From an optimization exercise on the open Yosys and OpenROAD flow, aimed at small area, a short achievable clock period and few clock cycles; shortcuts taken in it are not production practice. Function was checked by simulation only, so behaviour that the tests miss may differ from the original. No driver is modelled on the clock port, so clock power and skew are understated where the tree is cut down; a real chip needs a root buffer or a tree. Power and IR drop assume default switching activity.

==> flow/design.v (excerpt) <==
module fifo_conv_top(
input clk,
input rst,
input data_valid,
input [7:0] data_i,
output wire idle,
output wire done,
output wire [15:0] data_o,
output wire conv_done
);
Size: about 320 cells after synthesis, roughly 110 flip-flops, ~30 I/O pins, roughly 4300 um^2 of cells after synthesis.
Settings: LEC_CHECK=0, CAP_MARGIN=20, CORE_MARGIN=2, CORE_UTILIZATION=40, SETUP_SLACK_MARGIN=3.1, SLEW_MARGIN=20; clock period 5.0 ns.
standard.sh (not shown) runs the stock make flow with config.mk's settings and CLKGATE_MAP_FILE= SYNTH_SCRIPT=/design/flow/synth_recipe.tcl, a recipe that flattens the netlist after the stock synthesis.
==> flow/flow/run.sh <==
#!/bin/bash
# Own layout flow: the standard flow (standard.sh, standard synthesis
# included) with a few extra ORFS settings read from flow/knobs.txt, one
# VAR=value per line. Each tool's full output stays in the ORFS logs under
# orfs/logs; make's own output goes to make_finish.log here.
set -euo pipefail
W=$(pwd)
knobs=()
if [[ -f flow/knobs.txt ]]; then
  while IFS= read -r line; do
    [[ -z "$line" || "$line" == \#* ]] && continue
    knobs+=("${line//@FLOW@/$W/flow}")
  done < flow/knobs.txt
fi
bash standard.sh "${knobs[@]}" finish > make_finish.log 2>&1
==> flow/flow/knobs.txt <==
CTS_ARGS=-sink_clustering_enable -repair_clock_nets -buf_list sky130_fd_sc_hd__clkbuf_8 -sink_clustering_size 50 -sink_clustering_max_diameter 200 -dont_use_dummy_load
Testbench counts at the start, summed over its fixed seeds: cycles 1,624.
Next try:
==> flow/flow/knobs.txt (replaced) <==
CTS_ARGS=-sink_clustering_enable -repair_clock_nets -buf_list sky130_fd_sc_hd__clkbuf_8 -sink_clustering_size 50 -sink_clustering_max_diameter 200 -dont_use_dummy_load
BUFFER_PORTS_ARGS=-buffer_cell sky130_fd_sc_hd__buf_1
- CORE_UTILIZATION: 40 -> 60
- SETUP_SLACK_MARGIN: 3.1 -> 3.3
What happened:
- clock-buffer cell count stays the same
- via count is lower by about 0.7%
- clock power is lower by about 2%
- routed wire length is higher by about 3%
- setup slack gets better by 0.045 ns
- global-route usage is higher by 5.8 points
Next try:
==> flow/flow/knobs.txt (replaced) <==
# none
- CORE_UTILIZATION: 60 -> 40
- SETUP_SLACK_MARGIN: 3.3 -> 3.1
The changed run completed with no timing, DRC or antenna violations.
Sequential power hardly moves.
Area after synthesis does not change.
Die area grows by 48%.
Hold slack is worse by 0.011 ns.
Power goes up by 11%.
Design area fell by 0.33%.
Sequential share of layout area stays flat.
Combinational power is lower by 5.8%.
Synthesized cell count is unchanged.
Worst setup slack loses 0.031 ns.

========
fifo_conv_top again, from the RTL that the note above started with.
clock: 5.0 ns
lec_check: 0
cap_margin: 20
core_margin: 2
core_utilization: 75
place_density: 0.85
setup_slack_margin: 3.2
slew_margin: 20
==> flow/flow/knobs.txt <==
CTS_ARGS=-sink_clustering_enable -repair_clock_nets -buf_list sky130_fd_sc_hd__clkbuf_8 -sink_clustering_size 50 -sink_clustering_max_diameter 200 -dont_use_dummy_load
BUFFER_PORTS_ARGS=-buffer_cell sky130_fd_sc_hd__buf_1
Scripts as last shown in full above: flow/flow/run.sh
Testbench counts at the start, summed over its fixed seeds: cycles 1,624.
Change:
==> flow/flow/knobs.txt (replaced) <==
CTS_ARGS=-sink_clustering_enable -repair_clock_nets -buf_list sky130_fd_sc_hd__clkbuf_8 -sink_clustering_size 40 -sink_clustering_max_diameter 300 -sink_clustering_levels 1 -dont_use_dummy_load
- CORE_UTILIZATION: 75 -> 40
- PLACE_DENSITY: 0.85 -> not set
- SETUP_SLACK_MARGIN: 3.2 -> 3.1
Die area goes up by 82%.
Setup slack loses 0.017 ns.
Final cell count grows by 14%.
Utilization shrinks by 43 points.
Global-route usage went down by 14 points.
First-iteration DRC count shrinks by 66%.
Total power decreases by 1.2%.
Synthesized area does not change.
Final area is lower by 0.56%.
Hold slack is better by 0.0076 ns.
Clock power fell by about 2%.
Change:
==> flow/flow/knobs.txt (replaced) <==
CTS_ARGS=-sink_clustering_enable -repair_clock_nets -buf_list sky130_fd_sc_hd__clkbuf_8 -sink_clustering_size 50 -sink_clustering_max_diameter 200 -dont_use_dummy_load
BUFFER_PORTS_ARGS=-buffer_cell sky130_fd_sc_hd__buf_1
- CORE_UTILIZATION: 40 -> 75
- PLACE_DENSITY: not set -> 0.85
Result:
- The changed run finished clean
- global-route usage increases by 12 points
- synthesized cell count stays the same
- first-iteration DRC count increases by well over a third
Change:
- CORE_UTILIZATION: 75 -> 85
- PLACE_DENSITY: 0.85 -> 0.9
Outcome:
- The new run completed with no timing, DRC or antenna violations
- sequential share of layout area shrinks by 0.86 points
- non-clock buffer count grows by 5
- total power grows by 2.6%
- flip-flop and latch count is unchanged
- clock-buffer cell count is unchanged
- via count grows by 23%
- global-route usage grows by 11 points

========
## juniper
fifo_conv_top, a different RTL version from the one above (not shown whole).
Size: ~310 cells after synthesis, ~110 flip-flops.
Settings: LEC_CHECK=0, CAP_MARGIN=20, CORE_MARGIN=2, CORE_UTILIZATION=75, PLACE_DENSITY=0.85, SETUP_SLACK_MARGIN=3.05, SLEW_MARGIN=20; clock period 5.0 ns.
==> flow/flow/knobs.txt <==
CTS_ARGS=-sink_clustering_enable -repair_clock_nets -buf_list sky130_fd_sc_hd__clkbuf_8 -sink_clustering_size 50 -sink_clustering_max_diameter 200 -dont_use_dummy_load
BUFFER_PORTS_ARGS=-buffer_cell sky130_fd_sc_hd__buf_1
Scripts as last shown in full above: flow/flow/run.sh
Testbench counts of juniper, summed over its fixed seeds: cycles 1,624.
--- input diff juniper..amber ---
Settings: changing SETUP_SLACK_MARGIN from 3.05 to 3.15; changing PLACE_DENSITY from 0.85 to 0.8; changing CORE_UTILIZATION from 75 to 70.
Findings:
- Relative to juniper, the first-pass GRT wire length measured on amber has decreased by a few percent.
- What amber reported for area enclosed by the die boundary has to be multiplied by 0.937 to get the figure for juniper.
- In the metrics for juniper and amber, the one carrying the higher minimum period implied by the final worst setup slack is juniper.
- Where worst setup margin is concerned, juniper is outperformed by amber.
- Combinational gate power came out higher on amber than on juniper.
- The instance area at placement on juniper is in line with that on amber.
- Global-route usage down 2.9 points in amber wrt juniper
- Measured against juniper, the total length of routed met3 wires of amber comes out at 0.874 times the reference value.
- Per the comparison of amber with juniper, share of power burned in registers went down 1.1 points, final design area excluding fillers increased by 2.4% relative to the old numbers.
The inputs of violet differ from those of amber as listed below.
Settings: CORE_UTILIZATION now 75, was 70; SETUP_SLACK_MARGIN now 3.05, was 3.15; PLACE_DENSITY now 0.85, was 0.8.
==> flow/flow/knobs.txt <==
CTS_ARGS=-sink_clustering_enable -root_buf sky130_fd_sc_hd__clkbuf_8 -buf_list sky130_fd_sc_hd__clkbuf_4 -sink_clustering_size 50 -sink_clustering_max_diameter 200 -dont_use_dummy_load
BUFFER_PORTS_ARGS=-buffer_cell sky130_fd_sc_hd__buf_1
--- outcome ---
Of the two values seen for slowest cell on the critical path, sky130_fd_sc_hd__edfxtp_1 was produced by amber and sky130_fd_sc_hd__dfxtp_2 by violet.
Diff amber -> violet: iteration-0 DRC count of the detailed router picked up an extra 110%, share of the final layout cell area in sequential cells has increased, wire length climbed about 0.55%.
amber -> violet: number of flops mapped to enable cells by yosys delta 0, exact match
[compare] base=amber new=violet: synthesized area barely changed, synthesis-to-finish area growth went down, part of the power in the clock network rose 0.5 points.
The power after layout number comes out lower for violet vs amber.

========
exp/willow:
fifo_conv_top, a different RTL version from the one above (not shown whole).
Size: roughly 300 cells after synthesis, about 110 flip-flops.
// fifo_conv_top
module fifo_conv_top(
input clk,
input rst,
input data_valid,
input [7:0] data_i,
output wire idle,
output wire done,
output wire [15:0] data_o,
output wire conv_done
);
clock: 5.0 ns
lec_check: 0
cap_margin: 20
core_margin: 2
core_utilization: 78
place_density: 0.88
setup_slack_margin: 3.1
slew_margin: 20
Scripts as last shown in full above: flow/flow/run.sh
Other scripts of this flow, unchanged in this note and not shown: flow/flow/knobs.txt, flow/flow/mcts.tcl
The flow did not stop early for exp/willow: all stages ran, and the layout cleared the timing, design-rule and antenna checks.
Testbench counts of exp/willow, summed over its fixed seeds: cycles 1,624.
Relative to exp/willow, the following input files were edited for exp/indigo:
Settings: a change of SETUP_SLACK_MARGIN from 3.1 to 3.15; a change of PLACE_DENSITY from 0.88 to 0.85; a change of CORE_UTILIZATION from 78 to 75.
- Diff exp/indigo and exp/willow: total power density per cell area higher in exp/willow
- Total power, exp/indigo and exp/willow: higher on exp/indigo
- Buffering stage count on the worst path with inverters included: exp/indigo vs exp/willow identical
- Compared with exp/willow, placement density in the core of exp/indigo is lower.
- Diff exp/willow -> exp/indigo: sequential power share saw a decrease, total wire length after detailed routing saw a decrease, time the worst path needs with I/O delays and setup increased 25 ps.
Relative to exp/indigo, the following input files were edited for exp/nickel:
Settings: SETUP_SLACK_MARGIN changed from 3.15 to 3.08.
[summary]
- Compared with exp/indigo, exp/nickel shows global-route wire length before repair that has gone down by a few percent.
- exp/nickel ends up with higher critical path depth than exp/indigo does.
- Compared to exp/indigo, the router laid down less metal wire for exp/nickel.
- Maximum frequency: exp/nickel higher than exp/indigo
### exp/nickel -> exp/fjord
Settings: SETUP_SLACK_MARGIN now 3.0, was 3.08.
==> comparison <==
For exp/fjord and exp/nickel, there was not a single run that failed to finish clean. Compared exp/fjord against exp/nickel; hold slack within noise. [exp/fjord] number of vias in the routed layout fell 42 relative to exp/nickel. Per the comparison of exp/fjord with exp/nickel, final core utilization saw a decrease; number of enable-type register cells in the synthesized netlist closely matched the old numbers. Looking at share of the cycle needed by the critical path after routing across exp/fjord and exp/nickel, the one that comes out lower is exp/nickel. Wire length on met1 sits lower in exp/fjord than in exp/nickel. exp/nickel -> exp/fjord: met1 track demand over resource flat. Between exp/fjord and exp/nickel, the difference in global-route wire length before repair is negligible. exp/fjord and exp/nickel ended up with roughly the same portion of total power attributed to the clock network.
No run of this note takes its clock network from TritonCTS; it comes from the design's own scripts or RTL.

========
RTL: one of the versions met above, not the one the previous note started from.
Size: about 320 cells after synthesis, ~0.0043 mm² of cells after synthesis.
==> flow/config.mk <==
export PLATFORM = sky130hd
export DESIGN_NAME = fifo_conv_top
export DESIGN_NICKNAME = fifo_conv_top
export VERILOG_FILES = /design/flow/design.v
export SDC_FILE = /design/flow/constraint.sdc
export NUM_CORES = 4
export LEC_CHECK = 0
export CAP_MARGIN = 20
export CORE_MARGIN = 2
export CORE_UTILIZATION = 60
export SETUP_SLACK_MARGIN = 3.1
export SLEW_MARGIN = 20
==> flow/constraint.sdc <==
create_clock -name core_clock -period 5.0 [get_ports {clk}]
set_input_delay 1.0000 -clock core_clock [delete_from_list [all_inputs] [get_ports {clk}]]
set_output_delay 1.0000 -clock core_clock [all_outputs]
set_load 0.01 [all_outputs]
==> flow/flow/knobs.txt <==
CTS_ARGS=-sink_clustering_enable -repair_clock_nets -buf_list sky130_fd_sc_hd__clkbuf_8 -sink_clustering_size 50 -sink_clustering_max_diameter 200 -dont_use_dummy_load
BUFFER_PORTS_ARGS=-buffer_cell sky130_fd_sc_hd__buf_1
Scripts as last shown in full above: flow/flow/run.sh
Testbench counts at the start, summed over its fixed seeds: cycles 1,624.
Change:
CORE_UTILIZATION = 40   (was 60)
After rerunning: Setup slack improved by 0.021 ns; via count grows by 0.90%; total power barely changes; clock-buffer cell count stays the same; routed wire length shrinks by 2.1%.
Change:
CORE_UTILIZATION = 75   (was 40)
PLACE_DENSITY = 0.85   (was default)
SETUP_SLACK_MARGIN = 2.9   (was 3.1)
After rerunning: The changed run passed the timing, design-rule and antenna checks; design area fell by 3.0%; count of clock-buffer cells in the layout stays the same; synthesized cell count is unchanged; maximum frequency fell by 6.6%; global-route usage rose by 12 points; critical path depth stays the same; synthesized area stays the same; sequential power hardly moves; sequential share of layout area rose by 1.8 points; die area fell by 45%.
Change:
GPL_TIMING_DRIVEN = 1   (was default)
SETUP_SLACK_MARGIN = 3.1   (was 2.9)
Maximum frequency rises by a little under a tenth.
Via count rises slightly.
Clock-buffer cell count stays the same.
Power is about the same.
Setup slack gains 0.16 ns.
First-iteration DRC count rises by a few percent.
Change:
==> flow/flow/knobs.txt (replaced) <==
CTS_ARGS=-repair_clock_nets -buf_list sky130_fd_sc_hd__clkbuf_16 -dont_use_dummy_load -sink_buffer_max_cap_derate 1.0
BUFFER_PORTS_ARGS=-buffer_cell sky130_fd_sc_hd__buf_1
GPL_TIMING_DRIVEN = default   (was 1)
After rerunning: Synthesized area does not change; design area came out higher by a few percent; routed wire length increases by about a fifth; die area is unchanged; first-iteration DRC count goes up by well over a third; via count climbs by a little under a tenth; utilization climbs by 2.3 points; clock skew decreases by 0.013 ns; hold slack stays flat; power is higher by roughly a tenth.
Change:
==> flow/flow/knobs.txt (replaced) <==
CTS_ARGS=-sink_clustering_enable -repair_clock_nets -root_buf sky130_fd_sc_hd__clkbuf_16 -buf_list sky130_fd_sc_hd__clkbuf_16 -sink_clustering_size 100 -sink_clustering_max_diameter 500 -dont_use_dummy_load
CORE_UTILIZATION = 40   (was 75)
PLACE_DENSITY = default   (was 0.85)
=>
- clock power increases by about 0.7%
- design area rose by about 3.3%
- setup slack improved by 0.045 ns
- sequential power stays flat
- total power stays flat
- via count goes down by about 10%
- sequential cell count does not change
- hold slack gets better by 0.0040 ns
- clock-buffer cell count does not change
- area after synthesis stays the same
- critical path depth is unchanged

========
fifo_conv_top with an RTL version that a note above also has.
For scale: ~300 cells after synthesis, about 110 flip-flops.
export LEC_CHECK = 0
export CAP_MARGIN = 20
export CORE_MARGIN = 2
export CORE_UTILIZATION = 75
export PLACE_DENSITY = 0.85
export SETUP_SLACK_MARGIN = 3.05
export SLEW_MARGIN = 20
create_clock -name core_clock -period 5.0 [get_ports {clk}]
==> flow/flow/knobs.txt <==
PRE_CTS_TCL=@FLOW@/mcts.tcl
MCTS_CELL=sky130_fd_sc_hd__buf_12
BUFFER_PORTS_ARGS=-buffer_cell sky130_fd_sc_hd__buf_1
Scripts as last shown in full above: flow/flow/run.sh
Other scripts of this flow, unchanged in this note and not shown: flow/flow/mcts.tcl
The first run completed without violations.
Testbench counts at the start, summed over its fixed seeds: cycles 1,624.
Then changed:
==> flow/flow/knobs.txt (replaced) <==
PRE_CTS_TCL=@FLOW@/mcts.tcl
MCTS_CELL=sky130_fd_sc_hd__clkbuf_16
BUFFER_PORTS_ARGS=-buffer_cell sky130_fd_sc_hd__buf_1
Outcome: Fmax drops by 0.35%. Via count climbs by 1.4%. Die area does not change. Sequential share of layout area drops by 0.37 points. Global-route usage climbs by 0.92 points. Worst hold slack hardly moves. Routed wire length climbs by about 3.7%. Clock skew climbs by 0.0036 ns.
Then changed:
--- a/flow/config.mk
+++ b/flow/config.mk
@@ -10 +10 @@
-export CORE_UTILIZATION = 75
+export CORE_UTILIZATION = 72
@@ -12 +12 @@
-export SETUP_SLACK_MARGIN = 3.05
+export SETUP_SLACK_MARGIN = 3.1
After rerunning:
- sequential cell count is unchanged
- cell count rose by 0.50%
- setup slack degrades by 0.029 ns
- cell area is higher by about 0.7%
- core utilization decreases by 1.4 points
- die area grows by 4.0%
- worst hold slack is worse by 0.072 ns
Then changed:
--- a/flow/config.mk
+++ b/flow/config.mk
@@ -10 +10 @@
-export CORE_UTILIZATION = 72
+export CORE_UTILIZATION = 75
=> The changed run completed without violations; worst hold slack gets better by 0.070 ns; wire length goes up by a few percent; power hardly moves; critical path depth goes up by 1; sequential power barely changes; cell count is unchanged; sequential share of layout area hardly moves; global-route usage goes up by 0.90 points; design area stays flat.
No run of this note takes its clock network from TritonCTS; it comes from the design's own scripts or RTL.

========
Another version of the RTL of fifo_conv_top (not shown whole).
Size in the first run: roughly 110 flip-flops, ~4200 sq um of cells after synthesis.
Settings: LEC_CHECK=0, CAP_MARGIN=20, CORE_MARGIN=2, CORE_UTILIZATION=75, PLACE_DENSITY=0.85, SETUP_SLACK_MARGIN=3.0, SLEW_MARGIN=20; clock period 5.0 ns.
Scripts as last shown in full above: flow/flow/run.sh
Other scripts of this flow, unchanged in this note and not shown: flow/flow/knobs.txt, flow/flow/mcts.tcl
The first run finished clean.
Testbench counts at the start, summed over its fixed seeds: cycles 1,624.
Next try:
- SETUP_SLACK_MARGIN: 3.0 -> 3.1
Result: Worst setup slack gets better by 0.035 ns. Utilization went up by 1.6 points. Routed wire length went up by 4.7%. Flip-flop and latch count stays the same. Total power went up by 0.40%. Synthesized area is unchanged. First-iteration DRC count went up by 16%. Cell area went up by 2.0%. Synthesized cell count is unchanged.
Next try:
- SETUP_SLACK_MARGIN: 3.1 -> 3.05
The new run finished with timing, DRC and antenna clean.
Routed wire length went down by 4.3%.
Setup slack degrades by 0.013 ns.
Register-to-register slack barely changes.
Power falls by about 0.4%.
Clock skew hardly moves.
Critical path depth stays the same.
In every run of this note, the design's own scripts or RTL, not TritonCTS, make the clock network.

[re-timing with driven ports]
How much do the figures lean on ideal ports? The routed layouts below were timed once more, with nothing changed but the port constraints.
Step 1 (the two cells are an assumption about what drives the block):
set clk [get_ports {clk}]
set_driving_cell -lib_cell sky130_fd_sc_hd__clkbuf_16 $clk
set_driving_cell -lib_cell sky130_fd_sc_hd__buf_2 [delete_from_list [all_inputs] $clk]
Step 2 times the ports against the registers' clock, not the clock port: input delays grow and output delays shrink by t, the midpoint of the rising clock arrivals with the driver on.
a / b / c = ideal ports / drivers / drivers and shift; a / b = the first two.
run | t (ns) | setup slack, ns | cell pins on the clock port's net
the first run of note 1 | 0.369 | 3.085 / 3.085 / 3.044 | 1
the second run of note 1 | 0.371 | 3.130 / 3.098 / 3.154 | 1
the third run of note 1 | 0.381 | 3.099 / 3.099 / 3.049 | 1
the first run of note 2 | 0.398 | 3.102 / 3.074 / 3.102 | 1
the second run of note 2 | 0.369 | 3.085 / 3.085 / 3.044 | 1
the third run of note 2 | 0.380 | 3.134 / 3.128 / 3.134 | 1
the fourth run of note 2 | 0.409 | 2.951 / 2.951 / 2.951 | 1
juniper | 0.383 | 3.119 / 3.087 / 3.160 | 1
amber | 0.374 | 3.135 / 3.105 / 3.135 | 1
violet | 0.383 | 3.119 / 3.087 / 3.160 | 1
exp/willow | 0.230 | 3.103 / 3.103 / 3.103 | 4
exp/indigo | 0.233 | 3.078 / 3.078 / 3.078 | 4
exp/nickel | 0.232 | 3.108 / 3.108 / 3.108 | 4
exp/fjord | 0.232 | 3.069 / 3.069 / 3.069 | 4
the first run of note 5 | 0.383 | 3.086 / 3.086 / 3.086 | 1
the second run of note 5 | 0.387 | 3.107 / 3.107 / 3.107 | 1
the third run of note 5 | 0.383 | 2.973 / 2.973 / 2.973 | 1
the fourth run of note 5 | 0.380 | 3.134 / 3.128 / 3.134 | 1
the fifth run of note 5 | 0.364 | 3.005 / 3.005 / 3.005 | 1
the sixth run of note 5 | 0.363 | 3.050 / 3.050 / 3.046 | 1
the first run of note 6 | 0.213 | 3.133 / 3.133 / 3.133 | 4
the second run of note 6 | 0.233 | 3.127 / 3.127 / 3.127 | 4
the third run of note 6 | 0.231 | 3.098 / 3.098 / 3.098 | 4
the fourth run of note 6 | 0.233 | 3.087 / 3.087 / 3.087 | 4
the first run of note 7 | 0.214 | 3.104 / 3.104 / 3.104 | 4
the second run of note 7 | 0.215 | 3.138 / 3.138 / 3.138 | 4
the third run of note 7 | 0.214 | 3.125 / 3.125 / 3.125 | 4
After both steps setup and hold are still met in every run listed. For the third run of note 1, which loses most, drivers alone change the setup slack by 0.000 ns; drivers and shift together by -0.050 ns.
